What follows belongs to an exercise in optimizing a design on an open flow for small area; a production flow would make more cautious choices.
The RTL was checked by simulation tests, not by an equivalence proof against the original design.
No driver is modelled on the clock port, so clocking that relies on it looks cheaper here than on a real chip.
Power and IR drop assume default switching activity.

`design/flow/design.v`:
```
module all_modules
  (
  input TMBsig,
  input DTMBsig,
  input LAYERsig,
  input DTWHOLEsig,
  input RESET_INsig,
  input SIGM_INsig,
  input ID_INsig,
  input [1:0] XBAR_ADDRsig,
  input [5:0] AXsig,
  input [5:0] AYsig,
  input CEBsig,
  input RSTBsig,
  input WEBsig,
  input CMEBsig,
  input DINsig,
  input [63:0] CM_WLsig,
  input CD_TRANSsig,
  input [1:0] KERNEL_MODEsig,
  input [1:0] inputsig_control,
  input [11:0] inputsig_address,
  input [7:0] inputsig_id,
  input [63:0] inputsig_data_c,
  input [1:0] inputsig_xbar_address,
  input inputsig_data_w,
  input inputsig_flag,
  input [3:0] inputsig_sigmoid_threshold,
  input [1:0] inputsig_kernel_mode, 
  input inputsig_CD_trans,
  input CLK,
  input RESET,
  input [11:0] xb0_DO_CM, xb1_DO_CM, xb2_DO_CM, xb3_DO_CM,
  input xb0_DO_R, xb1_DO_R, xb2_DO_R, xb3_DO_R,
  output xb0_DIN, xb1_DIN, xb2_DIN, xb3_DIN,
  output [5:0] xb0_AX, xb1_AX, xb2_AX, xb3_AX,
  output [5:0] xb0_AY, xb1_AY, xb2_AY, xb3_AY,
  output xb0_WEB, xb1_WEB, xb2_WEB, xb3_WEB,
  output xb0_CMEB, xb1_CMEB, xb2_CMEB, xb3_CMEB,
  output [63:0] xb0_WL_CM, xb1_WL_CM, xb2_WL_CM, xb3_WL_CM,
  output xb0_CEB, xb1_CEB, xb2_CEB, xb3_CEB,
  output xb0_RSTB, xb1_RSTB, xb2_RSTB, xb3_RSTB,
  output reg [11:0] DO_CMpo,
  output reg DO_Rpo,
  output [7:0] output_id_2,
  output [63:0] output_data_c_2,
  output [1:0] output_control_2,
  output [11:0] output_address_2,
  output [1:0] output_xbar_address_2,
  output output_data_w_2,
  output output_data_r_2,
  output output_flag_2, 
  output [3:0] output_sigmoid_threshold_2
);
  localparam [1:0] COMPUTE = 2'b10, WRITE = 2'b01, READ = 2'b11, SLEEP = 2'b00;
  localparam [1:0] ENABLE = 2'b01, DISABLE = 2'b10;
  wire crst = RESET & ~DTMBsig;         
  wire rst  = RESET_INsig | crst;
  reg [6:0] cc;
  always @(negedge CLK)
    if (rst) cc <= 7'd0;
    else     cc <= {cc[5:0], cc[6] ^ cc[5] ^ (cc[5:0] == 6'd0)};
  wire cc0 = (cc == 7'd0);
  wire cc3 = (cc == 7'd4);
  wire cc126 = (cc == 7'd96);
  reg [1:0] ic;
  always @(negedge CLK)
    if (rst) ic <= 2'd0;
    else     ic <= {ic[0], ~(ic[1] | ic[0])};
  wire ic0 = ~(ic[1] | ic[0]);
  wire ic1 = ic[0];
  wire ic2 = ic[1];
  reg [6:0] kc;
  reg kif, kff;
  wire [1:0] kms = DTMBsig ? KERNEL_MODEsig : inputsig_kernel_mode;
  always @(negedge CLK)
    if (rst) kc <= 7'd0;
    else if (kms == 2'b11) kc <= 7'd1;
    else if ((kms == 2'b00 && kc == 7'd3) || (kms == 2'b01 && kc == 7'd11) ||
             (kms == 2'b10 && kc == 7'd64)) kc <= 7'd0;
    else kc <= {kc[5:0], kc[6] ^ kc[5] ^ (kc[5:0] == 6'd0)};
  always @(negedge CLK)
    if (rst) begin kif <= 1'b0; kff <= 1'b0; end
    else begin kif <= (kc == 7'd0); kff <= (kc != 7'd0); end
  reg [1:0]  i1_ctl;  reg [11:0] i1_addr; reg i1_w;
  reg [1:0]  i1_xb;   reg [3:0]  i1_sig;  reg i1_flag; reg [7:0] i1_id;
  reg        i1_cd;   reg [1:0]  i1_km;
  wire i1_tst = DTMBsig & ~RESET_INsig;
  wire i1_cpu = ~DTMBsig & ~RESET_INsig & ~RESET;
  wire [32:0] i1_tstv = {WEBsig, CMEBsig, AXsig, AYsig, DINsig, XBAR_ADDRsig, {4{SIGM_INsig}}, 1'b1,
                         7'b0, ID_INsig, CD_TRANSsig, KERNEL_MODEsig};
  wire [32:0] i1_cpuv = {inputsig_control, inputsig_address, inputsig_data_w, inputsig_xbar_address,
                         inputsig_sigmoid_threshold, inputsig_flag, inputsig_id, inputsig_CD_trans,
                         inputsig_kernel_mode};
  always @(negedge CLK)
    if (RESET_INsig | cc0)
      {i1_ctl, i1_addr, i1_w, i1_xb, i1_sig, i1_flag, i1_id, i1_cd, i1_km} <=
        (i1_tstv & {33{i1_tst}}) | (i1_cpuv & {33{i1_cpu}});
  reg [63:0] i1_datn;
  always @(negedge CLK)
    if (RESET_INsig | cc0)
      i1_datn <= ~((CM_WLsig & {64{i1_tst}}) | (inputsig_data_c & {64{i1_cpu}}));
  reg f1_fbf, f1_ifk, f1_ffk;
  reg [63:0] f1_Bn;    
  reg [3:0]  f1_brow;
  wire       a1_pflag;
  wire [63:0] a1_Pn;
  wire [3:0] a1_prow;
  always @(negedge CLK)
    if (rst) begin f1_fbf <= 1'b0; f1_ifk <= 1'b0; f1_ffk <= 1'b0; end
    else begin f1_fbf <= a1_pflag; f1_ifk <= kif; f1_ffk <= kff; end
  always @(negedge CLK) begin f1_Bn <= a1_Pn; f1_brow <= a1_prow; end
  wire FB1 = i1_cd ? f1_ffk : f1_fbf;
  wire IN1 = i1_cd ? f1_ifk : i1_flag;
  reg f1_ccb, f1_pw, f1_nw;
  reg [7:0] f1_nid;
  reg [1:0] f1_pen, f1_nen, f1_nctl, f1_pctl, f1_xctl;
  reg [3:0] f1_nrow;
  reg [63:0] f1_Nn;    
  always @(negedge CLK)
    if (RESET_INsig) begin
      f1_ccb <= 1'b0; f1_pw <= 1'b0; f1_nw <= 1'b0; f1_nid <= 8'd0; f1_pen <= DISABLE; f1_nen <= DISABLE;
      f1_nctl <= SLEEP; f1_nrow <= 4'd0; f1_pctl <= READ; f1_xctl <= READ;
    end else if (TMBsig) begin
      f1_ccb <= 1'b0; f1_nid <= 8'd0; f1_nctl <= SLEEP; f1_nrow <= 4'd0;
      if (XBAR_ADDRsig == 2'b00) begin
        f1_pw <= DINsig; f1_pen <= {CEBsig, RSTBsig}; f1_pctl <= {WEBsig, CMEBsig};
        f1_nw <= 1'b0;   f1_nen <= DISABLE;           f1_xctl <= READ;
      end else if (XBAR_ADDRsig == 2'b01) begin
        f1_pw <= 1'b0;   f1_pen <= DISABLE;           f1_pctl <= READ;
        f1_nw <= DINsig; f1_nen <= {CEBsig, RSTBsig}; f1_xctl <= {WEBsig, CMEBsig};
      end else begin
        f1_pw <= 1'b0;   f1_pen <= DISABLE;           f1_pctl <= READ;
        f1_nw <= 1'b0;   f1_nen <= DISABLE;           f1_xctl <= READ;
      end
    end else if (crst) begin
      f1_ccb <= 1'b0; f1_pw <= 1'b0; f1_nw <= 1'b0; f1_nid <= 8'd0; f1_pen <= DISABLE; f1_nen <= DISABLE;
      f1_nctl <= SLEEP; f1_nrow <= 4'd0; f1_pctl <= READ; f1_xctl <= READ;
    end else begin
      f1_pw <= i1_w; f1_nw <= i1_w;
      if (!FB1) begin
        f1_nrow <= 4'd0;
        if (IN1) begin
          f1_nctl <= i1_ctl;
          case (i1_ctl)
            COMPUTE:
              if (f1_nid != i1_id && !f1_ccb) begin
                f1_ccb <= 1'b1; f1_pen <= DISABLE; f1_nen <= DISABLE; f1_pctl <= READ; f1_xctl <= READ;
              end else if (f1_nid != i1_id) begin
                f1_ccb <= 1'b0; f1_nid <= i1_id; f1_pen <= ENABLE; f1_nen <= ENABLE;
                f1_pctl <= COMPUTE; f1_xctl <= COMPUTE;
              end else
                f1_ccb <= 1'b0;
            READ: begin
              f1_nid <= i1_id; f1_pctl <= READ; f1_xctl <= READ;
              f1_pen <= (i1_xb == 2'b00) ? ENABLE : DISABLE;
              f1_nen <= (i1_xb == 2'b01) ? ENABLE : DISABLE;
            end
            WRITE: begin
              f1_nid <= i1_id;
              f1_pctl <= (i1_xb == 2'b00) ? WRITE : READ;
              f1_xctl <= (i1_xb == 2'b01) ? WRITE : READ;
              f1_pen <= (i1_xb == 2'b00) ? ENABLE : DISABLE;
              f1_nen <= (i1_xb == 2'b01) ? ENABLE : DISABLE;
            end
            default: begin
              f1_pctl <= READ; f1_xctl <= READ; f1_pen <= DISABLE; f1_nen <= DISABLE;
            end
          endcase
        end else begin
          f1_nctl <= SLEEP; f1_pen <= DISABLE; f1_nen <= DISABLE; f1_pctl <= READ; f1_xctl <= READ;
        end
      end else begin
        f1_nctl <= COMPUTE; f1_pctl <= COMPUTE; f1_xctl <= COMPUTE;
        if (f1_ccb) begin
          f1_pen <= ENABLE; f1_nen <= ENABLE; f1_nrow <= f1_brow; f1_ccb <= 1'b0;
        end else if (f1_nrow != f1_brow) begin
          f1_pen <= DISABLE; f1_nen <= DISABLE; f1_ccb <= 1'b1;
        end else begin
          f1_pen <= ENABLE; f1_nen <= ENABLE; f1_ccb <= 1'b0;
        end
      end
    end
  wire [63:0] f1_m = ~((f1_Bn & {64{FB1}}) | (i1_datn & {64{~FB1}}));
  wire f1_nz = RESET_INsig | TMBsig | crst;
  always @(negedge CLK)
    if (f1_nz | FB1 | IN1) f1_Nn <= ~(f1_m & {64{~f1_nz}});
  reg [63:0] f1_Dn;    
  reg f1_dzp, f1_dzn;
  always @(negedge CLK) f1_Dn <= ~((CM_WLsig & {64{TMBsig}}) | (f1_m & {64{~TMBsig}}));
  always @(negedge CLK)
    if (RESET_INsig) begin f1_dzp <= 1'b1; f1_dzn <= 1'b1; end
    else if (TMBsig) begin f1_dzp <= (XBAR_ADDRsig != 2'b00); f1_dzn <= (XBAR_ADDRsig != 2'b01); end
    else begin f1_dzp <= crst; f1_dzn <= crst; end
  reg [7:0] f1_Ah;    
  reg [3:0] f1_Am;    
  reg f1_zhp, f1_zhn, f1_zmp, f1_zmn;
  always @(negedge CLK)
    if (RESET_INsig) begin
      f1_zhp <= 1'b1; f1_zhn <= 1'b1; f1_zmp <= 1'b1; f1_zmn <= 1'b1;
    end else if (TMBsig) begin
      {f1_Ah[7:2], f1_Am, f1_Ah[1:0]} <= {AXsig, AYsig};
      f1_zhp <= (XBAR_ADDRsig != 2'b00); f1_zmp <= (XBAR_ADDRsig != 2'b00);
      f1_zhn <= (XBAR_ADDRsig != 2'b01); f1_zmn <= (XBAR_ADDRsig != 2'b01);
    end else if (crst) begin
      f1_zhp <= 1'b1; f1_zhn <= 1'b1; f1_zmp <= 1'b1; f1_zmn <= 1'b1;
    end else if (FB1) begin
      f1_Am <= f1_brow; f1_zmp <= 1'b0; f1_zmn <= 1'b0;
    end else if (!IN1 || i1_ctl == READ || i1_ctl == WRITE) begin
      {f1_Ah[7:2], f1_Am, f1_Ah[1:0]} <= i1_addr;
      f1_zhp <= 1'b0; f1_zhn <= 1'b0; f1_zmp <= 1'b0; f1_zmn <= 1'b0;
    end else if (i1_ctl == COMPUTE) begin
      f1_zmp <= 1'b1; f1_zmn <= 1'b1;
    end
  wire [11:0] f1_paddr = {f1_Ah[7:2] & {6{~f1_zhp}}, f1_Am & {4{~f1_zmp}}, f1_Ah[1:0] & {2{~f1_zhp}}};
  wire [11:0] f1_naddr = {f1_Ah[7:2] & {6{~f1_zhn}}, f1_Am & {4{~f1_zmn}}, f1_Ah[1:0] & {2{~f1_zhn}}};
  reg [11:0] f1_nad; reg f1_ndw; reg [1:0] f1_nxb; reg [3:0] f1_nsig; reg f1_ncd; reg [1:0] f1_nkm;
  always @(negedge CLK)
    if (rst | IN1)
      {f1_nad, f1_ndw, f1_nxb, f1_nsig, f1_ncd, f1_nkm} <=
        {i1_addr, i1_w, i1_xb, i1_sig, i1_cd, i1_km} & {22{~rst}};
  function sigm;
    input [2:0] p, n;
    input [3:0] t;
    reg [3:0] s;
    begin
      s = {1'b0, p} - {1'b0, n};
      case ({s[3], t[3]})
        2'b00: sigm = (s[2:0] >= t[2:0]);
        2'b01: sigm = 1'b1;
        2'b11: sigm = (s[2:0] < t[2:0]);
        default: sigm = 1'b0;
      endcase
    end
  endfunction
  reg [1:0] a1_fctl; reg [63:0] a1_Fn; reg [1:0] a1_fxb; reg [3:0] a1_frow;
  reg a1_sr; reg [7:0] a1_fid; reg a1_fcd; reg [1:0] a1_fkm;
  always @(negedge CLK)
    if (rst) begin a1_fctl <= SLEEP; a1_fxb <= 2'd0; a1_fid <= 8'd0; end
    else begin a1_fctl <= f1_nctl; a1_fxb <= f1_nxb; a1_fid <= f1_nid; end
  always @(negedge CLK) begin
    a1_Fn <= f1_Nn; a1_frow <= f1_nrow; a1_fcd <= f1_ncd; a1_fkm <= f1_nkm;
    a1_sr <= (f1_nxb == 2'b00) ? xb0_DO_R : xb1_DO_R;
  end
  reg [3:0] a1_q0p, a1_q0n, a1_q2p, a1_q2n;
  wire [3:0] a1_R;
  genvar g;
  generate for (g = 0; g < 4; g = g + 1) begin : a1_col
    assign a1_R[g] = sigm({a1_q2p[g], xb0_DO_CM[g], a1_q0p[g]}, {a1_q2n[g], xb1_DO_CM[g], a1_q0n[g]}, f1_nsig);
  end endgenerate
  always @(negedge CLK) begin
    a1_q0p <= ic1 ? a1_R : xb0_DO_CM[3:0];
    a1_q0n <= xb1_DO_CM[3:0];
  end
  always @(negedge CLK)
    if (rst) begin a1_q2p <= 4'd0; a1_q2n <= 4'd0; end
    else if (ic2) begin a1_q2p <= xb0_DO_CM[3:0]; a1_q2n <= xb1_DO_CM[3:0]; end
  wire [3:0] a1_res = a1_q0p;     
  reg [3:0] a1_nowrow, a1_prow_r; reg a1_pflag_r, a1_oflag;
  reg [7:0] a1_oid;
  wire a1_done = (a1_oid == a1_fid) && (a1_frow == 4'd0) && a1_oflag;
  wire a1_new  = ((a1_frow != a1_nowrow) && (a1_nowrow != 4'hF)) || (a1_oid != a1_fid);
  always @(negedge CLK)
    if (rst) begin
      a1_nowrow <= 4'd0; a1_pflag_r <= 1'b0; a1_prow_r <= 4'd0; a1_oflag <= 1'b0;
    end else if (a1_fctl == COMPUTE) begin
      if (a1_done) begin
        a1_nowrow <= 4'd0; a1_pflag_r <= 1'b0; a1_prow_r <= 4'd0; a1_oflag <= 1'b1;
      end else if (a1_new) begin
        a1_nowrow <= a1_frow; a1_prow_r <= a1_frow; a1_pflag_r <= 1'b1; a1_oflag <= 1'b0;
      end else if (ic0) begin
        a1_nowrow <= a1_frow; a1_prow_r <= a1_frow; a1_pflag_r <= 1'b1; a1_oflag <= 1'b0;
      end else if (ic2) begin
        a1_nowrow <= a1_frow;
        if (a1_frow == 4'hF) begin a1_oflag <= 1'b1; a1_pflag_r <= 1'b0; a1_prow_r <= 4'd0; end
        else begin a1_oflag <= 1'b0; a1_pflag_r <= 1'b1; a1_prow_r <= a1_frow + 4'd1; end
      end
    end else begin
      a1_pflag_r <= 1'b0; a1_prow_r <= 4'd0;
      if (a1_fctl == READ || a1_fctl == WRITE) a1_oflag <= 1'b1;
    end
  assign a1_pflag = a1_pflag_r;
  assign a1_prow  = a1_prow_r;
  function integer dbs6;
    input integer k;
    integer i, st, fb;
    begin
      st = 0;
      for (i = 0; i < k; i = i + 1) begin
        fb = ((st >> 5) ^ (st >> 4)) & 1;
        if ((st & 31) == 0) fb = fb ^ 1;
        st = ((st << 1) | fb) & 63;
      end
      dbs6 = st;
    end
  endfunction
  reg [255:0] a1_rf;
  reg [5:0] a1_rfi;
  always @(negedge CLK)
    if (rst) a1_rfi <= 6'd0;
    else if (ic2) a1_rfi <= {a1_rfi[4:0], a1_rfi[5] ^ a1_rfi[4] ^ (a1_rfi[4:0] == 5'd0)};
  genvar e;
  generate for (e = 0; e < 64; e = e + 1) begin : a1_rfe
    always @(negedge CLK)
      if (rst || (ic2 && a1_rfi == dbs6(e))) a1_rf[4*e+3:4*e] <= a1_res & {4{~rst}};
  end endgenerate
  wire a1_oc1 = a1_fcd & ~rst;
  wire a1_oc2 = ~a1_fcd & ~rst;
  wire [67:0]  a1_p32 = a1_rf[67:0] | a1_rf[99:32];
  wire [79:0]  a1_q64 = a1_rf[79:0] | a1_rf[143:64];
  wire [63:0]  a1_r64 = a1_rf[191:128] | a1_rf[255:192];
  wire a1_k0 = a1_oc1 & (a1_fkm == 2'b00);
  wire a1_k1 = a1_oc1 & (a1_fkm == 2'b01);
  wire a1_k2 = a1_oc1 & a1_fkm[1];
  wire [63:0]  a1_pool = ({64{a1_k0}} & (a1_p32[63:0] | a1_p32[67:4])) |
                         ({64{a1_k1}} & (a1_q64[63:0] | a1_q64[79:16])) |
                         ({64{a1_k2}} & (a1_q64[63:0] | a1_r64));
  reg [1:0] a1_octl; reg [1:0] a1_oxb; reg a1_or;
  reg [63:0] a1_O, a1_Pr;   
  wire a1_wr = (a1_fctl == COMPUTE) && !a1_done && a1_new && ic2;
  always @(negedge CLK)
    if (rst) begin
      a1_oid <= 8'd0; a1_octl <= SLEEP; a1_oxb <= 2'd0; a1_or <= 1'b0;
    end else begin
      a1_oid <= a1_fid; a1_octl <= a1_fctl; a1_oxb <= a1_fxb;
      if (a1_fctl == READ && !a1_fxb[1]) a1_or <= a1_sr;
    end
  generate for (e = 0; e < 16; e = e + 1) begin : a1_og
    wire en = rst | (a1_wr & (a1_fcd ? (a1_fkm != 2'b11) : (a1_frow == e)));
    always @(negedge CLK)
      if (en) a1_O[4*e+3:4*e] <= a1_pool[4*e+3:4*e] | (a1_res & {4{a1_oc2}});
  end endgenerate
  always @(negedge CLK) a1_Pr <= a1_Fn;
  assign a1_Pn = a1_Pr;
  reg [11:0] s_addr; reg s_w; reg [3:0] s_sig;
  always @(negedge CLK)
    if (rst | cc126) {s_addr, s_w, s_sig} <= {f1_nad, f1_ndw, f1_nsig} & {17{~rst}};
  reg [1:0]  i2_ctl;  reg [11:0] i2_addr; reg i2_w; reg i2_r;
  reg [1:0]  i2_xb;   reg [3:0]  i2_sig;  reg i2_flag; reg [7:0] i2_id;
  wire i2_tst = DTMBsig & ~DTWHOLEsig & LAYERsig & ~rst;
  wire i2_lay = ~(DTMBsig & ~DTWHOLEsig & LAYERsig) & ~rst;
  wire [29:0] i2_tstv = {WEBsig, CMEBsig, AXsig, AYsig, DINsig, XBAR_ADDRsig, {4{SIGM_INsig}}, 1'b1,
                         7'b0, ID_INsig};
  wire [29:0] i2_layv = {a1_octl, s_addr, s_w, a1_oxb, s_sig, a1_oflag, a1_oid};
  always @(negedge CLK)
    if (rst | cc0)
      {i2_ctl, i2_addr, i2_w, i2_xb, i2_sig, i2_flag, i2_id} <=
        (i2_tstv & {30{i2_tst}}) | (i2_layv & {30{i2_lay}});
  always @(negedge CLK)
    if (rst | (cc0 & ~(DTMBsig & ~DTWHOLEsig & LAYERsig))) i2_r <= a1_or & ~rst;
  reg [63:0] i2_datn;
  always @(negedge CLK)
    if (rst | cc0)
      i2_datn <= ~((CM_WLsig & {64{i2_tst}}) | (a1_O & {64{i2_lay}}));
  reg f2_fbf;
  reg [63:0] f2_Bn;
  reg [3:0]  f2_brow;
  wire       a2_pflag;
  wire [63:0] a2_Pn;
  wire [3:0] a2_prow;
  always @(negedge CLK)
    if (rst) f2_fbf <= 1'b0;
    else f2_fbf <= a2_pflag;
  always @(negedge CLK) begin f2_Bn <= a2_Pn; f2_brow <= a2_prow; end
  wire FB2 = f2_fbf;
  wire IN2 = i2_flag;
  reg f2_ccb, f2_pw, f2_nw;
  reg [7:0] f2_nid;
  reg [1:0] f2_pen, f2_nen, f2_nctl, f2_pctl, f2_xctl;
  reg [3:0] f2_nrow;
  reg [63:0] f2_Nn;
  always @(negedge CLK)
    if (RESET_INsig) begin
      f2_ccb <= 1'b0; f2_pw <= 1'b0; f2_nw <= 1'b0; f2_nid <= 8'd0; f2_pen <= DISABLE; f2_nen <= DISABLE;
      f2_nctl <= SLEEP; f2_nrow <= 4'd0; f2_pctl <= READ; f2_xctl <= READ;
    end else if (TMBsig) begin
      f2_ccb <= 1'b0; f2_nid <= 8'd0; f2_nctl <= SLEEP; f2_nrow <= 4'd0;
      if (XBAR_ADDRsig == 2'b10) begin
        f2_pw <= DINsig; f2_pen <= {CEBsig, RSTBsig}; f2_pctl <= {WEBsig, CMEBsig};
        f2_nw <= 1'b0;   f2_nen <= DISABLE;           f2_xctl <= READ;
      end else if (XBAR_ADDRsig == 2'b11) begin
        f2_pw <= 1'b0;   f2_pen <= DISABLE;           f2_pctl <= READ;
        f2_nw <= DINsig; f2_nen <= {CEBsig, RSTBsig}; f2_xctl <= {WEBsig, CMEBsig};
      end else begin
        f2_pw <= 1'b0;   f2_pen <= DISABLE;           f2_pctl <= READ;
        f2_nw <= 1'b0;   f2_nen <= DISABLE;           f2_xctl <= READ;
      end
    end else if (crst) begin
      f2_ccb <= 1'b0; f2_pw <= 1'b0; f2_nw <= 1'b0; f2_nid <= 8'd0; f2_pen <= DISABLE; f2_nen <= DISABLE;
      f2_nctl <= SLEEP; f2_nrow <= 4'd0; f2_pctl <= READ; f2_xctl <= READ;
    end else begin
      f2_pw <= i2_w; f2_nw <= i2_w;
      if (!FB2) begin
        f2_nrow <= 4'd0;
        if (IN2) begin
          f2_nctl <= i2_ctl;
          case (i2_ctl)
            COMPUTE:
              if (f2_nid != i2_id && !f2_ccb) begin
                f2_ccb <= 1'b1; f2_pen <= DISABLE; f2_nen <= DISABLE; f2_pctl <= READ; f2_xctl <= READ;
              end else if (f2_nid != i2_id) begin
                f2_ccb <= 1'b0; f2_nid <= i2_id; f2_pen <= ENABLE; f2_nen <= ENABLE;
                f2_pctl <= COMPUTE; f2_xctl <= COMPUTE;
              end else
                f2_ccb <= 1'b0;
            READ: begin
              f2_nid <= i2_id; f2_pctl <= READ; f2_xctl <= READ;
              f2_pen <= (i2_xb == 2'b10) ? ENABLE : DISABLE;
              f2_nen <= (i2_xb == 2'b11) ? ENABLE : DISABLE;
            end
            WRITE: begin
              f2_nid <= i2_id;
              f2_pctl <= (i2_xb == 2'b10) ? WRITE : READ;
              f2_xctl <= (i2_xb == 2'b11) ? WRITE : READ;
              f2_pen <= (i2_xb == 2'b10) ? ENABLE : DISABLE;
              f2_nen <= (i2_xb == 2'b11) ? ENABLE : DISABLE;
            end
            default: begin
              f2_pctl <= READ; f2_xctl <= READ; f2_pen <= DISABLE; f2_nen <= DISABLE;
            end
          endcase
        end else begin
          f2_nctl <= SLEEP; f2_pen <= DISABLE; f2_nen <= DISABLE; f2_pctl <= READ; f2_xctl <= READ;
        end
      end else begin
        f2_nctl <= COMPUTE; f2_pctl <= COMPUTE; f2_xctl <= COMPUTE;
        if (f2_ccb) begin
          f2_pen <= ENABLE; f2_nen <= ENABLE; f2_nrow <= f2_brow; f2_ccb <= 1'b0;
        end else if (f2_nrow != f2_brow) begin
          f2_pen <= DISABLE; f2_nen <= DISABLE; f2_ccb <= 1'b1;
        end else begin
          f2_pen <= ENABLE; f2_nen <= ENABLE; f2_ccb <= 1'b0;
        end
      end
    end
  wire [63:0] f2_m = ~((f2_Bn & {64{FB2}}) | (i2_datn & {64{~FB2}}));
  wire f2_nz = RESET_INsig | TMBsig | crst;
  always @(negedge CLK)
    if (f2_nz | FB2 | IN2) f2_Nn <= ~(f2_m & {64{~f2_nz}});
  reg [63:0] f2_Dn;    
  reg f2_dzp, f2_dzn;
  always @(negedge CLK) f2_Dn <= ~((CM_WLsig & {64{TMBsig}}) | (f2_m & {64{~TMBsig}}));
  always @(negedge CLK)
    if (RESET_INsig) begin f2_dzp <= 1'b1; f2_dzn <= 1'b1; end
    else if (TMBsig) begin f2_dzp <= (XBAR_ADDRsig != 2'b10); f2_dzn <= (XBAR_ADDRsig != 2'b11); end
    else begin f2_dzp <= crst; f2_dzn <= crst; end
  reg [7:0] f2_Ah;
  reg [3:0] f2_Am;
  reg f2_zhp, f2_zhn, f2_zmp, f2_zmn;
  always @(negedge CLK)
    if (RESET_INsig) begin
      f2_zhp <= 1'b1; f2_zhn <= 1'b1; f2_zmp <= 1'b1; f2_zmn <= 1'b1;
    end else if (TMBsig) begin
      {f2_Ah[7:2], f2_Am, f2_Ah[1:0]} <= {AXsig, AYsig};
      f2_zhp <= (XBAR_ADDRsig != 2'b10); f2_zmp <= (XBAR_ADDRsig != 2'b10);
      f2_zhn <= (XBAR_ADDRsig != 2'b11); f2_zmn <= (XBAR_ADDRsig != 2'b11);
    end else if (crst) begin
      f2_zhp <= 1'b1; f2_zhn <= 1'b1; f2_zmp <= 1'b1; f2_zmn <= 1'b1;
    end else if (FB2) begin
      f2_Am <= f2_brow; f2_zmp <= 1'b0; f2_zmn <= 1'b0;
    end else if (!IN2 || i2_ctl == READ || i2_ctl == WRITE) begin
      {f2_Ah[7:2], f2_Am, f2_Ah[1:0]} <= i2_addr;
      f2_zhp <= 1'b0; f2_zhn <= 1'b0; f2_zmp <= 1'b0; f2_zmn <= 1'b0;
    end else if (i2_ctl == COMPUTE) begin
      f2_zmp <= 1'b1; f2_zmn <= 1'b1;
    end
  wire [11:0] f2_paddr = {f2_Ah[7:2] & {6{~f2_zhp}}, f2_Am & {4{~f2_zmp}}, f2_Ah[1:0] & {2{~f2_zhp}}};
  wire [11:0] f2_naddr = {f2_Ah[7:2] & {6{~f2_zhn}}, f2_Am & {4{~f2_zmn}}, f2_Ah[1:0] & {2{~f2_zhn}}};
  reg [1:0] f2_nxb; reg [3:0] f2_nsig; reg f2_ndr;
  always @(negedge CLK)
    if (rst | IN2)
      {f2_nxb, f2_nsig, f2_ndr} <= {i2_xb, i2_sig, i2_r} & {7{~rst}};
  reg [1:0] a2_fctl; reg [63:0] a2_Fn; reg [3:0] a2_frow;
  reg a2_sr; reg [7:0] a2_fid;
  always @(negedge CLK)
    if (rst) begin
      a2_fctl <= SLEEP; a2_fid <= 8'd0;
    end else begin
      a2_fctl <= f2_nctl; a2_fid <= f2_nid;
    end
  reg [11:0] a2_oad; reg a2_ow; reg [1:0] a2_oxb; reg [3:0] a2_osig;
  always @(negedge CLK)
    if (rst | (cc3 & IN2))
      {a2_oad, a2_ow, a2_oxb, a2_osig} <= {i2_addr, i2_w, i2_xb, i2_sig} & {19{~rst}};
  always @(negedge CLK) begin
    a2_Fn <= f2_Nn; a2_frow <= f2_nrow;
    a2_sr <= (f2_nxb == 2'b10) ? xb2_DO_R : (f2_nxb == 2'b11) ? xb3_DO_R : f2_ndr;
  end
  reg [3:0] a2_q0p, a2_q0n, a2_q2p, a2_q2n;
  wire [3:0] a2_R;
  generate for (g = 0; g < 4; g = g + 1) begin : a2_col
    assign a2_R[g] = sigm({a2_q2p[g], xb2_DO_CM[g], a2_q0p[g]}, {a2_q2n[g], xb3_DO_CM[g], a2_q0n[g]}, f2_nsig);
  end endgenerate
  always @(negedge CLK) begin
    a2_q0p <= ic1 ? a2_R : xb2_DO_CM[3:0];
    a2_q0n <= xb3_DO_CM[3:0];
  end
  always @(negedge CLK)
    if (rst) begin a2_q2p <= 4'd0; a2_q2n <= 4'd0; end
    else if (ic2) begin a2_q2p <= xb2_DO_CM[3:0]; a2_q2n <= xb3_DO_CM[3:0]; end
  wire [3:0] a2_res = a2_q0p;
  reg [3:0] a2_nowrow, a2_prow_r; reg a2_pflag_r, a2_oflag;
  reg [7:0] a2_oid;
  wire a2_done = (a2_oid == a2_fid) && (a2_frow == 4'd0) && a2_oflag;
  wire a2_new  = ((a2_frow != a2_nowrow) && (a2_nowrow != 4'hF)) || (a2_oid != a2_fid);
  always @(negedge CLK)
    if (rst) begin
      a2_nowrow <= 4'd0; a2_pflag_r <= 1'b0; a2_prow_r <= 4'd0; a2_oflag <= 1'b0;
    end else if (a2_fctl == COMPUTE) begin
      if (a2_done) begin
        a2_nowrow <= 4'd0; a2_pflag_r <= 1'b0; a2_prow_r <= 4'd0; a2_oflag <= 1'b1;
      end else if (a2_new) begin
        a2_nowrow <= a2_frow; a2_prow_r <= a2_frow; a2_pflag_r <= 1'b1; a2_oflag <= 1'b0;
      end else if (ic0) begin
        a2_nowrow <= a2_frow; a2_prow_r <= a2_frow; a2_pflag_r <= 1'b1; a2_oflag <= 1'b0;
      end else if (ic2) begin
        a2_nowrow <= a2_frow;
        if (a2_frow == 4'hF) begin a2_oflag <= 1'b1; a2_pflag_r <= 1'b0; a2_prow_r <= 4'd0; end
        else begin a2_oflag <= 1'b0; a2_pflag_r <= 1'b1; a2_prow_r <= a2_frow + 4'd1; end
      end
    end else begin
      a2_pflag_r <= 1'b0; a2_prow_r <= 4'd0;
      if (a2_fctl == READ || a2_fctl == WRITE) a2_oflag <= 1'b1;
    end
  assign a2_pflag = a2_pflag_r;
  assign a2_prow  = a2_prow_r;
  reg [1:0] a2_octl; reg a2_or;
  reg [63:0] a2_O, a2_Pr;
  wire a2_wr = (a2_fctl == COMPUTE) && !a2_done && a2_new && ic2;
  always @(negedge CLK)
    if (rst) begin
      a2_oid <= 8'd0; a2_octl <= SLEEP; a2_or <= 1'b0;
    end else begin
      a2_oid <= a2_fid; a2_octl <= a2_fctl;
      if (a2_fctl == READ) a2_or <= a2_sr;
    end
  generate for (e = 0; e < 16; e = e + 1) begin : a2_og
    always @(negedge CLK)
      if (rst | (a2_wr & (a2_frow == e))) a2_O[4*e+3:4*e] <= a2_res & {4{~rst}};
  end endgenerate
  always @(negedge CLK) a2_Pr <= a2_Fn;
  assign a2_Pn = a2_Pr;
  always @(negedge CLK)
    if (TMBsig) begin
      case (XBAR_ADDRsig)
        2'b00: begin DO_Rpo <= xb0_DO_R; DO_CMpo <= xb0_DO_CM; end
        2'b01: begin DO_Rpo <= xb1_DO_R; DO_CMpo <= xb1_DO_CM; end
        2'b10: begin DO_Rpo <= xb2_DO_R; DO_CMpo <= xb2_DO_CM; end
        default: begin DO_Rpo <= xb3_DO_R; DO_CMpo <= xb3_DO_CM; end
      endcase
    end else if (DTMBsig) begin
      if (!LAYERsig && !DTWHOLEsig) begin
        DO_Rpo <= a1_or; DO_CMpo <= {a1_oid[0], a1_O[10:0]};
      end else begin
        DO_Rpo <= a2_or; DO_CMpo <= {a2_oid[0], a2_O[10:0]};
      end
    end
  assign xb0_DIN = f1_pw;            assign xb1_DIN = f1_nw;
  assign xb0_AX = f1_paddr[11:6];    assign xb1_AX = f1_naddr[11:6];
  assign xb0_AY = f1_paddr[5:0];     assign xb1_AY = f1_naddr[5:0];
  assign xb0_WEB = f1_pctl[1];       assign xb1_WEB = f1_xctl[1];
  assign xb0_CMEB = f1_pctl[0];      assign xb1_CMEB = f1_xctl[0];
  assign xb0_WL_CM = ~(f1_Dn | {64{f1_dzp}});
  assign xb1_WL_CM = ~(f1_Dn | {64{f1_dzn}});
  assign xb0_CEB = f1_pen[1];        assign xb1_CEB = f1_nen[1];
  assign xb0_RSTB = f1_pen[0];       assign xb1_RSTB = f1_nen[0];
  assign xb2_DIN = f2_pw;            assign xb3_DIN = f2_nw;
  assign xb2_AX = f2_paddr[11:6];    assign xb3_AX = f2_naddr[11:6];
  assign xb2_AY = f2_paddr[5:0];     assign xb3_AY = f2_naddr[5:0];
  assign xb2_WEB = f2_pctl[1];       assign xb3_WEB = f2_xctl[1];
  assign xb2_CMEB = f2_pctl[0];      assign xb3_CMEB = f2_xctl[0];
  assign xb2_WL_CM = ~(f2_Dn | {64{f2_dzp}});
  assign xb3_WL_CM = ~(f2_Dn | {64{f2_dzn}});
  assign xb2_CEB = f2_pen[1];        assign xb3_CEB = f2_nen[1];
  assign xb2_RSTB = f2_pen[0];       assign xb3_RSTB = f2_nen[0];
  assign output_id_2 = a2_oid;
  assign output_data_c_2 = a2_O;
  assign output_control_2 = a2_octl;
  assign output_address_2 = a2_oad;
  assign output_xbar_address_2 = a2_oxb;
  assign output_data_w_2 = a2_ow;
  assign output_data_r_2 = a2_or;
  assign output_flag_2 = a2_oflag;
  assign output_sigmoid_threshold_2 = a2_osig;
endmodule
```
`design/flow/flow/run.sh`:
```
#!/bin/bash
# Layout flow: the standard flow (standard.sh), with two changes:
#  - the clock inverter that synthesis puts in front of the (falling-edge) registers is not
#    cloned next to every register; CTS buffers the inverted clock net instead
#  - ports are buffered with sky130_fd_sc_hd__buf_1
set -euo pipefail
HERE=$(pwd)
export PRE_CTS_TCL="$HERE/flow/pre_cts.tcl"
export BUFFER_PORTS_ARGS="${BUFFER_PORTS_ARGS_OVERRIDE:--buffer_cell sky130_fd_sc_hd__buf_1}"
export CTS_ARGS="-sink_clustering_enable -repair_clock_nets -sink_clustering_size 18 -sink_clustering_max_diameter 50 -buf_list sky130_fd_sc_hd__clkbuf_8 -dont_use_dummy_load"
bash standard.sh > "$HERE/standard_flow.log" 2>&1
```
`design/flow/flow/pre_cts.tcl`:
```
# Keep the single clock inverter: CTS then builds the tree on the inverted clock net.
proc repair_clock_inverters {args} {
  puts "repair_clock_inverters: skipped by the version's flow"
}
```
`design/flow/standard.sh`:
```
#!/bin/bash
# synth_recipe.tcl (not shown) runs the flow's synth.tcl, then flattens the netlist and writes it again
# the make line also repeats each setting of config.mk as NAME=value (left out here)
make -C /OpenROAD-flow-scripts/flow DESIGN_CONFIG=/design/flow/config.mk WORK_HOME=/design/flow/orfs CLKGATE_MAP_FILE= SYNTH_SCRIPT=/design/flow/synth_recipe.tcl "${@:-finish}"
```
`design/flow/config.mk`:
```
export PLATFORM = sky130hd
export DESIGN_NAME = all_modules
export DESIGN_NICKNAME = all_modules
export VERILOG_FILES = /design/flow/design.v
export SDC_FILE = /design/flow/constraint.sdc
export NUM_CORES = 4
export LEC_CHECK = 0
export CAP_MARGIN = 20
export CORE_MARGIN = 2
export CORE_UTILIZATION = 65
export PLACE_DENSITY = 0.75
export SLEW_MARGIN = 20
```
`design/flow/constraint.sdc`:
```
create_clock -name core_clock -period 10.0 [get_ports {CLK}]
set_input_delay 2.0000 -clock core_clock [delete_from_list [all_inputs] [get_ports {CLK}]]
set_output_delay 2.0000 -clock core_clock [all_outputs]
set_load 0.01 [all_outputs]
```
==> qor.txt, run 1 <==
Placed Area - 59,200 sq um
Slew headroom - 24.9%
Worst-path clk slew - 0.10 ns
mean routed wirelength per cell - 26.1 um
Clock Sinks - 1,527
Fill cells - 5,683
WL final - 156 mm
register area share after synthesis - 69.9%
Clk pwr share - 25.6%
maximum vdd drop - 0.000187 V
dpl cells - 5,832
Port Buffers - 675
pwr/cell area - 187 nW/um^2
sequential fraction of design power - 65.2%
fin util - 72.5%
Setup Viol. Count Final - 0
CP max stage delay - 0.85 ns
via count - 37.2k
Min-Delay Path Class - flip-flop to flip-flop
Tot GR Track Use - 34.8%
status - finished clean
post-route ant nets - 0
NumNets Final - 5,140
Post-synth EDFFs - 806
internal cell power - 8.49 mW
largest register by flop count - a1_rf
worst path required time - 8.00 ns
Psw - 2.90 mW
area delta synth->final - 10.1%
vias per inst - 6.25
clock skew - 0.0746 ns
PostCTS Resize Cnt - 0
slew at the pin closest to its max-slew limit - 1.12 ns
Startpoint Class - flip-flop
Initial Util - 65.8%
R2R Path Start - a1_frow[0]
worst path bufs/invs - 2
largest net degree at the start of global routing - 133
first-pass GRT wire length - 222 mm
vias in the first global route - 34.2k
Yosys cell types - 73
Yosys warning count - 1
CTS tree - done
cts bufs inserted - 120
Initial DRC Count - 4,222
CP top delay family - flip-flops
RSZ-0062 raised after global routing - false
setup repair bufs after CTS - 0
setup TNS - 0 ns
Non-Filler Instances - 5,960
P_leak - 21.2 nW
CP max FO - 34
row count - 106
Synth Instances - 4,202
die width - 296 um
Hold Startpoint - a2_Fn[50]
Worst EP arrival - 7.72 ns
worst hold margin - 0.291 ns
FFs w/ async S/R, synth - 0%
Avg Cell Area, Syn - 13.2 sq um
first-pass iteration count of the detailed router - 6
Fin. Hold Viols - 0
die area - 87,400 sq um
Yosys reg bits - 1,527
gpl congestion - 0.968
max capacitance violation total - 0
Core Region - 84,000 sq um
I/O pin cnt - 676
Slew Viols, Final - 0
initial antenna violation count - 19
DP HPWL - 111 mm
WS Path Type - flip-flop to output pin
Final Cell Area - 60,900 sq um
CP endpoint kind - output pin
max FFs per register - 256
share of layout cells above drive strength 1 - 5.25%
Worst Setup SP - f2_dzn
Chip Height - 296 um
syn_nets - 4,522
ys flop type - edfxtp_1
Mapped Area - 55,300 sq um
switching share of power - 25.5%
DR DRC count - 0
grt total ovfl - 0
Comb pwr share - 9.2%
worst skew pair latency - 1.17 ns
CP cell instances - buf_4, nor2_1, buf_1
hold_buf cts - 0
Slowest-stage cell, CP - dfxtp_2
## final cells by class
type / count / area, sq um / area share, %
diodes: 8 / 20.0 / 0.0329
clock buffers: 120 / 1650 / 2.71
inverters: 86 / 325 / 0.535
multi-input cells: 2348 / 15600 / 25.6
flip-flops and latches: 1527 / 38600 / 63.5
well taps: 1134 / 1420 / 2.33
repair buffers: 737 / 3240 / 5.33
## metal layers
layer  track usage (%)  share of wire, %  vias to the layer above
met5                 0             0.096                        -
met4              13.7               3.8                       22
met3              7.70                10                      364
met2              53.9                46                     2192
met1              48.5                40                    18069
li1                  -                 -                    16591
## layout by cell type (no fill, tap or decap), types with 68 or more instances in the layout
cell | Yosys | routed
dfxtp_1 | 721 | 715
mux2i_1 | 198 | 198
nand2_1 | 188 | 188
nor2_1 | 412 | 403
buf_1 | 39 | 672
nand3_1 | 98 | 97
nor2b_1 | 134 | 133
edfxtp_1 | 806 | 806
o41ai_1 | 129 | 129
a211oi_1 | 73 | 73
ha_1 | 68 | 68
clkbuf_8 | 0 | 120
a21oi_1 | 219 | 219
o21ai_0 | 137 | 136
inv_1 | 85 | 85
a22oi_1 | 133 | 133
and2_1 | 123 | 123
## cell usage after synthesis (all sizes together) (11+ instances only)
library cell,number,area [sq um]
a211o,63,552
a211oi,73,548
a21o,27,203
a21oi,220,1100
a22o,42,368
a22oi,133,998
a31oi,13,81.3
and2,123,769
buf,55,233
clkbuf,186,699
dfxtp,721,14400
edfxtp,806,24200
ha,68,851
inv,86,323
mux2i,198,1980
mux4,13,293
nand2,188,706
nand2b,14,90.1
nand3,99,508
nand4,11,68.8
nor2,413,1550
nor2b,134,838
nor3,25,130
o21ai,138,691
o41ai,131,1170
or4,65,488
xnor2,25,219
xor2,33,297
## worst paths after layout
check | endpoint | slack (ns) | cells after the start
max | xb3_WL_CM[43] | 0.28 | 3
min | a2_Pr[50] | 0.29 | 0
max reg2reg | a1_O[7] | 6.80 | 6
min reg2reg | a2_Pr[50] | 0.29 | 0
## through the flow
stage	power, mW	worst slack [ns]
4_1_cts	11.4	0.167
6_report	11.4	0.282
3_3_place_gp	9.47	0.749
5_1_grt	11.7	0.124
2_1_floorplan	8.90	-0.129
3_5_place_dp	9.49	0.735
## power groups by stage
stage	Sequential [mW]	Clock, mW	Combinational [mW]
finish	7.42	2.92	1.05
global route	7.45	3.15	1.15
CTS	7.41	2.94	1.04
detailed placement	7.55	0.911	1.03
global placement	7.54	0.911	1.02
floorplan	7.37	0.911	0.623
## cell families (layout without fill, tap and decap cells)
| logic type | after synthesis | after routing | share of synthesized area, % |
|---|---|---|---|
| xor gates and xnor gates | 58 | 58 | 0.933 |
| DFF | 1527 | 1527 | 69.9 |
| buffers and inverters | 327 | 943 | 2.27 |
| and+or+nand+nor | 1116 | 1116 | 9.87 |
| muxes | 213 | 213 | 4.16 |
| AOI/OAI and AO/OA | 885 | 885 | 11.0 |
| adders and majority gates | 76 | 76 | 1.83 |
| other | 0 | 8 | 0 |
==> run 2: changes to the inputs <==
==> design/flow/flow/pre_cts.tcl (replaced) <==
# Keep the single clock inverter: CTS then builds the tree on the inverted clock net.
proc repair_clock_inverters {args} {
  puts "repair_clock_inverters: skipped by the version's flow"
}
# The clock port drives only that inverter; size it to drive the clock tree's root buffer.
foreach pin [get_pins -of_objects [get_nets CLK]] {
  set inst [get_cells -of_objects $pin]
  set ref [get_property $inst ref_name]
  if { [string match "sky130_fd_sc_hd__inv_*" $ref] || [string match "sky130_fd_sc_hd__clkinv_*" $ref] } {
    puts "clock inverter [get_full_name $inst] ($ref) -> sky130_fd_sc_hd__clkinv_8"
    replace_cell $inst sky130_fd_sc_hd__clkinv_8
  }
}
==> run 2 against run 1 <==
Critical path type unchanged. Highest routed layer unchanged. Global-route usage is the same. Worst setup slack gained 0.32 ns. Total power is essentially flat. Register-to-register slack is essentially flat. Largest cell class unchanged. Sequential power is essentially flat. Sequential share of layout area is essentially flat.
==> qor.txt, run 2 <==
status - finished clean
mean routed wirelength per cell - 26.1 um (about the same)
largest net degree at the start of global routing - 133 (unchanged)
Worst Setup SP - f2_dzn
cell with the most instances after synthesis - edfxtp_1
setup TNS - 0 ns (unchanged)
Slowest-stage cell, CP - dfxtp_2
main area contributors after synthesis - edfxtp_1 (44%), dfxtp_1 (26%), mux2i_1 (3.6%), nor2_1 (2.8%), o41ai_1 (2.0%)
largest register by flop count - a1_rf
grt total ovfl - 0 (unchanged)
CP max FO - 34 (unchanged)
Synth Instances - 4,202 (unchanged)
via count - 37.3k (+0.032%)
share of the synthesized area in the top cell type - 43.8% (unchanged)
CTS tree - done
Core Region - 84,000 sq um (unchanged)
R2R Path Start - a1_frow[0]
vias in the first global route - 34.2k (unchanged)
Fin. Hold Viols - 0 (unchanged)
first-pass GRT wire length - 222 mm (unchanged)
M2 GR Usage - 53.9% (unchanged)
Fill cells - 5,680 (-0.053%)
post-route ant nets - 0 (unchanged)
Non-Filler Instances - 5,960 (unchanged)
Final Cell Area - 60,900 sq um (about the same)
Post-synth EDFFs - 806 (unchanged)
gpl congestion - 0.968 (unchanged)
share of layout cells above drive strength 1 - 5.27% (+0.021 points)
Setup Viol. Count Final - 0 (unchanged)
area delta synth->final - 10.1% (about the same)
Placed Area - 59,200 sq um (unchanged)
I/O pin cnt - 676 (unchanged)
WS Path Type - flip-flop to output pin
ys flop type - edfxtp_1
Worst EP arrival - 7.40 ns (-0.32 ns)
P_leak - 21.2 nW (about the same)
pwr/cell area - 187 nW/um^2 (about the same)
NumNets Final - 5,140 (unchanged)
clock skew - 0.0746 ns (-0.0000289 ns)
Yosys warning count - 1 (unchanged)
Startpoint Class - flip-flop
initial antenna violation count - 19 (unchanged)
Crit Reg-Reg Endpoint - a1_O[20]
Tot GR Track Use - 34.8% (unchanged)
CP max stage delay - 0.85 ns (about the same)
Yosys reg bits - 1,527 (unchanged)
CP Capture Point - xb3_WL_CM[43]
R2R setup slack - 6.81 ns (about the same)
worst skew pair latency - 0.86 ns (-0.31 ns)
max capacitance violation total - 0 (unchanged)
Slew Viols, Final - 0 (unchanged)
cts bufs inserted - 120 (unchanged)
DR DRC count - 0 (unchanged)
PostCTS Resize Cnt - 0 (unchanged)
first-pass iteration count of the detailed router - 6 (unchanged)
DP HPWL - 111 mm (unchanged)
hold_buf cts - 0 (unchanged)
M3 GR Usage - 7.70% (unchanged)
FFs w/ async S/R, synth - 0% (unchanged)
setup repair bufs after CTS - 0 (unchanged)
Mapped Area - 55,300 sq um (unchanged)
syn_nets - 4,522 (unchanged)
post-synth top area cell - edfxtp_1
Power Total - 11.4 mW (about the same)
Yosys cell types - 73 (unchanged)
depth of the worst register-to-register path - 6 (unchanged)
most frequent cells in the layout - edfxtp_1 (806), dfxtp_1 (715), buf_1 (672)
row count - 106 (unchanged)
maximum vdd drop - 0.000186 V (about the same)
commonest non-fill, non-tap cell in the layout - edfxtp_1
vias per inst - 6.25 (about the same)
gr busiest metal - met2
die area - 87,400 sq um (unchanged)
Initial DRC Count - 4,222 (unchanged)
CP cell instances - buf_4, nor2_1, buf_1
worst path required time - 8.00 ns (about the same)
worst hold margin - 0.291 ns (-0.0000570 ns)
Clock Sinks - 1,527 (unchanged)
Slew headroom - 24.9% (about the same)
CP endpoint kind - output pin
register area share after synthesis - 69.9% (unchanged)
top post-synthesis cells by count - edfxtp_1 (806), dfxtp_1 (721), nor2_1 (412)
GR Layer Usage met1 - 48.5% (unchanged)
RSZ-0062 raised after global routing - false
Avg Cell Area, Syn - 13.2 sq um (unchanged)
slew at the pin closest to its max-slew limit - 1.12 ns (+0.0000632 ns)
Worst-path clk slew - 0.10 ns (about the same)
dpl cells - 5,832 (unchanged)
max FFs per register - 256 (unchanged)
die width - 296 um (unchanged)
Chip Height - 296 um (unchanged)
Initial Util - 65.8% (unchanged)
WL final - 156 mm (about the same)
Port Buffers - 675 (unchanged)
Min-Delay Path Class - flip-flop to flip-flop
[run 2: cell count changes in the layout (fill, tap and decap cells not counted), sizes merged]
cell    before  now
inv         86   85
clkinv       0    1
[run 2: logic make-up after synthesis]
logic type      Yosys count  share of synthesized area, %
simple gates           1116                          9.87
fa+ha+maj                76                          1.83
xor+xnor                 58                         0.933
mux                     213                          4.16
compound gates          885                          11.0
buf+inv                 327                          2.27
flops                  1527                          69.9
[run 2: per-layer routing]
layer  share of wire [%]  vias to the layer above
li1                    -                    16594
met1                  40                    18102
met2                  46                     2170
met3                  10                      362
met4                 3.8                       22
met5               0.096                        -
[run 2: worst min-delay path by stage]
stage / from / end / slack (ns) / depth (start not counted)
finish: a2_Fn[50] / a2_Pr[50] / 0.29 / 0
global route: a2_Fn[53] / a2_Pr[53] / 0.28 / 0
CTS: a2_Fn[53] / a2_Pr[53] / 0.29 / 0
detailed placement: a1_Fn[19] / a1_Pr[19] / 0.31 / 0
global placement: a1_Pr[0] / f1_Bn[0] / 0.31 / 0
floorplan: a1_Fn[0] / a1_Pr[0] / 0.31 / 0
[run 2: layout make-up]
type	instances	area (sq um)	share of cell area (%)
sequential	1527	38600	63.5
multi-input combinational	2348	15600	25.6
timing repair buffer	737	3240	5.33
clock buffer	120	1650	2.71
tap	1134	1420	2.33
inverter	86	338	0.555
antenna	8	20.0	0.0329
[run 2: critical path, delay by kind of cell, from the launching register on]
family,cells,cell delay [ns]
buffers and inverters,2,0.58
and+or+nand+nor,1,0.11
DFF,1,0.85
[run 2: metrics by stage]
stage | setup slack (ns) | utilization (%)
2_1_floorplan | -0.129 | -
3_3_place_gp | 0.749 | 70.5
3_5_place_dp | 0.735 | 70.5
4_1_cts | 0.580 | 72.5
5_1_grt | 0.492 | 72.5
6_report | 0.598 | 72.5
[run 2: power breakdown]
group / switching, mW / internal [mW] / total, mW
registers: 0.350 / 7.07 / 7.42
clock network: 1.85 / 1.07 / 2.92
logic: 0.705 / 0.349 / 1.05
total: 2.91 / 8.49 / 11.4
==> run 3: changes to the inputs <==
--- a/design/flow/design.v
+++ b/design/flow/design.v
@@ -116,7 +116,7 @@
   reg [7:0] f1_nid;
   reg [1:0] f1_pen, f1_nen, f1_nctl, f1_pctl, f1_xctl;
   reg [3:0] f1_nrow;
-  reg [63:0] f1_Nn;    
+  reg f1_tz, f1_teq;
   always @(negedge CLK)
     if (RESET_INsig) begin
       f1_ccb <= 1'b0; f1_pw <= 1'b0; f1_nw <= 1'b0; f1_nid <= 8'd0; f1_pen <= DISABLE; f1_nen <= DISABLE;
@@ -183,8 +183,10 @@
     end
   wire [63:0] f1_m = ~((f1_Bn & {64{FB1}}) | (i1_datn & {64{~FB1}}));
   wire f1_nz = RESET_INsig | TMBsig | crst;
-  always @(negedge CLK)
-    if (f1_nz | FB1 | IN1) f1_Nn <= ~(f1_m & {64{~f1_nz}});
+  always @(negedge CLK) begin
+    f1_tz <= f1_nz;
+    f1_teq <= ~f1_nz & (FB1 | IN1);
+  end
   reg [63:0] f1_Dn;    
   reg f1_dzp, f1_dzn;
   always @(negedge CLK) f1_Dn <= ~((CM_WLsig & {64{TMBsig}}) | (f1_m & {64{~TMBsig}}));
@@ -239,9 +241,11 @@
     if (rst) begin a1_fctl <= SLEEP; a1_fxb <= 2'd0; a1_fid <= 8'd0; end
     else begin a1_fctl <= f1_nctl; a1_fxb <= f1_nxb; a1_fid <= f1_nid; end
   always @(negedge CLK) begin
-    a1_Fn <= f1_Nn; a1_frow <= f1_nrow; a1_fcd <= f1_ncd; a1_fkm <= f1_nkm;
+    a1_frow <= f1_nrow; a1_fcd <= f1_ncd; a1_fkm <= f1_nkm;
     a1_sr <= (f1_nxb == 2'b00) ? xb0_DO_R : xb1_DO_R;
   end
+  always @(negedge CLK)
+    if (f1_tz | f1_teq) a1_Fn <= f1_Dn | {64{f1_tz}};
   reg [3:0] a1_q0p, a1_q0n, a1_q2p, a1_q2n;
   wire [3:0] a1_R;
   genvar g;
@@ -368,7 +372,6 @@
   reg [7:0] f2_nid;
   reg [1:0] f2_pen, f2_nen, f2_nctl, f2_pctl, f2_xctl;
   reg [3:0] f2_nrow;
-  reg [63:0] f2_Nn;
   always @(negedge CLK)
     if (RESET_INsig) begin
       f2_ccb <= 1'b0; f2_pw <= 1'b0; f2_nw <= 1'b0; f2_nid <= 8'd0; f2_pen <= DISABLE; f2_nen <= DISABLE;
@@ -434,9 +437,6 @@
       end
     end
   wire [63:0] f2_m = ~((f2_Bn & {64{FB2}}) | (i2_datn & {64{~FB2}}));
-  wire f2_nz = RESET_INsig | TMBsig | crst;
-  always @(negedge CLK)
-    if (f2_nz | FB2 | IN2) f2_Nn <= ~(f2_m & {64{~f2_nz}});
   reg [63:0] f2_Dn;    
   reg f2_dzp, f2_dzn;
   always @(negedge CLK) f2_Dn <= ~((CM_WLsig & {64{TMBsig}}) | (f2_m & {64{~TMBsig}}));
@@ -483,7 +483,7 @@
     if (rst | (cc3 & IN2))
       {a2_oad, a2_ow, a2_oxb, a2_osig} <= {i2_addr, i2_w, i2_xb, i2_sig} & {19{~rst}};
   always @(negedge CLK) begin
-    a2_Fn <= f2_Nn; a2_frow <= f2_nrow;
+    a2_Fn <= f2_Dn; a2_frow <= f2_nrow;
     a2_sr <= (f2_nxb == 2'b10) ? xb2_DO_R : (f2_nxb == 2'b11) ? xb3_DO_R : f2_ndr;
   end
   reg [3:0] a2_q0p, a2_q0n, a2_q2p, a2_q2n;
==> design/flow/flow/pre_cts.tcl (replaced) <==
# Keep the single clock inverter: CTS then builds the tree on the inverted clock net.
proc repair_clock_inverters {args} {
  puts "repair_clock_inverters: skipped by the version's flow"
}
==> run 3 against run 2 <==
Still clean on timing, DRC and antenna. Clock power shrank 7%. Hold slack is essentially flat. Combinational power shrank 4%.
==> qor.txt, run 3 <==
Avg Cell Area, Syn - 12.5 sq um (-4.8%)
worst skew pair latency - 1.16 ns (+0.30 ns)
setup repair bufs after CTS - 0 (unchanged)
Mapped Area - 51,600 sq um (-6.6%)
initial antenna violation count - 17 (-2)
Worst path depth - 3 (unchanged)
die area - 81,700 sq um (-6.5%)
Placed Area - 55,300 sq um (-6.5%)
cts bufs inserted - 114 (-5.0%)
Slew Viols, Final - 0 (unchanged)
grt total ovfl - 0 (unchanged)
CTS tree - done
Worst Setup SP - f2_dzp
max capacitance violation total - 0 (unchanged)
Yosys warning count - 1 (unchanged)
mean routed wirelength per cell - 27.1 um (+3.7%)
Slowest-stage cell, CP - dfxtp_2
largest register by flop count - a1_rf
PostCTS Resize Cnt - 0 (unchanged)
vias per inst - 6.40 (+2.4%)
Worst-path clk slew - 0.10 ns (about the same)
multi-input gate area in the final layout - 15,000 sq um (-3.6%)
switching share of power - 26.0% (+0.50 points)
largest net degree at the start of global routing - 193 (+45%)
Final Cell Area - 57,000 sq um (-6.4%)
worst path required time - 8.00 ns (about the same)
CP max FO - 34 (unchanged)
CP max stage delay - 0.89 ns (+0.04 ns)
first-pass GRT wire length - 228 mm (+2.4%)
status - finished clean
Non-Filler Instances - 5,800 (-2.7%)
CP endpoint kind - output pin
R2R Path Start - a1_frow[0]
Fin. Hold Viols - 0 (unchanged)
CP Capture Point - xb2_WL_CM[47]
sequential fraction of design power - 65.1% (about the same)
WS Path Type - flip-flop to output pin
Tot GR Track Use - 37.9% (+3.1 points)
Initial Util - 65.5% (-0.38 points)
Fill cells - 5,596 (-1.5%)
Comb pwr share - 9.5% (+0.3 points)
most frequent cells in the layout - edfxtp_1 (742), buf_1 (672), dfxtp_1 (652)
max FFs per register - 256 (unchanged)
Core Region - 78,900 sq um (-6.1%)
cell with the most instances after synthesis - edfxtp_1
P_leak - 20.7 nW (-2.7%)
Crit Reg-Reg Endpoint - a1_O[38]
I/O pin cnt - 676 (unchanged)
CP top delay family - flip-flops
share of layout cells above drive strength 1 - 6.87% (+1.6 points)
Post-synth EDFFs - 742 (-7.9%)
hold_buf cts - 0 (unchanged)
top post-synthesis cells by count - edfxtp_1 (742), dfxtp_1 (659), nor2_1 (400)
Startpoint Class - flip-flop
maximum vdd drop - 0.000162 V (-13%)
gpl congestion - 0.962 (-0.63%)
vias in the first global route - 34.7k (+1.4%)
syn_nets - 4,442 (-1.8%)
DR DRC count - 0 (unchanged)
Setup WS post-layout - 0.224 ns (-0.375 ns)
dpl cells - 5,669 (-2.8%)
Clock Sinks - 1,401 (-8.3%)
Chip Height - 286 um (-3.3%)
Yosys reg bits - 1,401 (-8.3%)
clock skew - 0.0653 ns (-0.00932 ns)
die width - 286 um (-3.3%)
internal cell power - 7.93 mW (-6.6%)
slew at the pin closest to its max-slew limit - 1.27 ns (+0.156 ns)
Initial DRC Count - 4,694 (+11%)
Place WS - 0.568 ns (-0.167 ns)
ys flop type - edfxtp_1
Setup Viol. Count Final - 0 (unchanged)
fin util - 72.2% (-0.27 points)
pwr/cell area - 188 nW/um^2 (+0.48%)
Synth Instances - 4,122 (-1.9%)
Power Total - 10.7 mW (-6.0%)
CP cell instances - buf_4, nor2_1, buf_1
Min-Delay Path Class - flip-flop to flip-flop
RSZ-0062 raised after global routing - false
depth of the worst register-to-register path - 6 (unchanged)
share of the synthesized area in the top cell type - 43.2% (-0.63 points)
Yosys cell types - 74 (+1.4%)
via count - 37.1k (-0.38%)
NumNets Final - 5,056 (-1.6%)
Slew headroom - 15.2% (-9.6 points)
post-synth top area cell - edfxtp_1
Worst EP arrival - 7.78 ns (+0.38 ns)
row count - 103 (-2.8%)
area delta synth->final - 10.3%
FFs w/ async S/R, synth - 0% (unchanged)
first-pass iteration count of the detailed router - 9 (+3)
Port Buffers - 675 (unchanged)
R2R setup slack - 6.69 ns (-0.12 ns)
Clk pwr share - 25.4% (-0.2 points)
post-route ant nets - 0 (unchanged)
register area share after synthesis - 68.7% (-1.2 points)
WL final - 157 mm (+0.95%)
DP HPWL - 110 mm (-1.4%)
Psw - 2.79 mW (-4.1%)
main area contributors after synthesis - edfxtp_1 (43%), dfxtp_1 (26%), nor2_1 (2.9%), a21oi_1 (2.9%), o41ai_1 (2.2%)
Register Area - 35,500 sq um (-8.2%)
commonest non-fill, non-tap cell in the layout - edfxtp_1
worst path bufs/invs - 2 (unchanged)
-- run 3: cell families after synthesis --
group                    after synthesis  share of synthesized area (%)
AND/OR/NAND/NOR                     1265                           12.2
multiplexers                          80                           1.87
buffers and inverters                329                           2.51
flip-flops                          1401                           68.7
AO/OA/AOI/OAI                        913                           11.8
XOR/XNOR                              58                          0.984
adder cells (fa/ha/maj)               76                           1.96
-- run 3: metal layers --
metal | part of all wire (%) | global-route usage, %
met1 | 38 | 52.2
met2 | 44 | 56.0
met3 | 13 | 10.8
met4 | 4.8 | 17.6
met5 | 0.14 | 1.28
-- run 3: worst reg2reg max path: stages, from the launching register on --
cell,delay (ns)
dfxtp_1,0.57
inv_1,0.15
ha_1,0.33
nand3_1,0.22
nor2b_1,0.24
o2111ai_2,0.43
o21ai_0,0.99
-- run 3: stage by stage --
stage               hold slack (ns)  TNS (ns)
floorplan                     0.310    -15.69
global placement              0.310         0
detailed placement            0.312         0
CTS                           0.294         0
global route                  0.297         0
finish                        0.290         0
-- run 3: power groups by stage --
stage | Sequential [mW] | Clock [mW] | Combinational, mW
5_1_grt | 7.00 | 2.95 | 1.10
2_1_floorplan | 6.87 | 0.836 | 0.603
4_1_cts | 6.96 | 2.74 | 0.998
6_report | 6.98 | 2.73 | 1.01
3_5_place_dp | 7.08 | 0.836 | 0.992
3_3_place_gp | 7.08 | 0.836 | 0.972
-- run 3: worst min path at each step --
stage	start	end	cells past startpoint
after floorplan	a2_Fn[0]	a2_Pr[0]	0
after global placement	a1_Pr[29]	f1_Bn[29]	0
after detailed placement	a1_Pr[12]	f1_Bn[12]	0
after CTS	a1_Pr[36]	f1_Bn[36]	0
after global routing	a2_Fn[29]	a2_Pr[29]	0
final	a1_Pr[36]	f1_Bn[36]	0
-- run 3: layout make-up --
class                      count  share of cell area [%]
inverter                      85                   0.560
timing repair buffer         742                    5.71
clock buffer                 114                    2.75
multi-input combinational   2392                    26.3
tap                         1050                    2.31
sequential                  1401                    62.3
antenna                       16                  0.0703
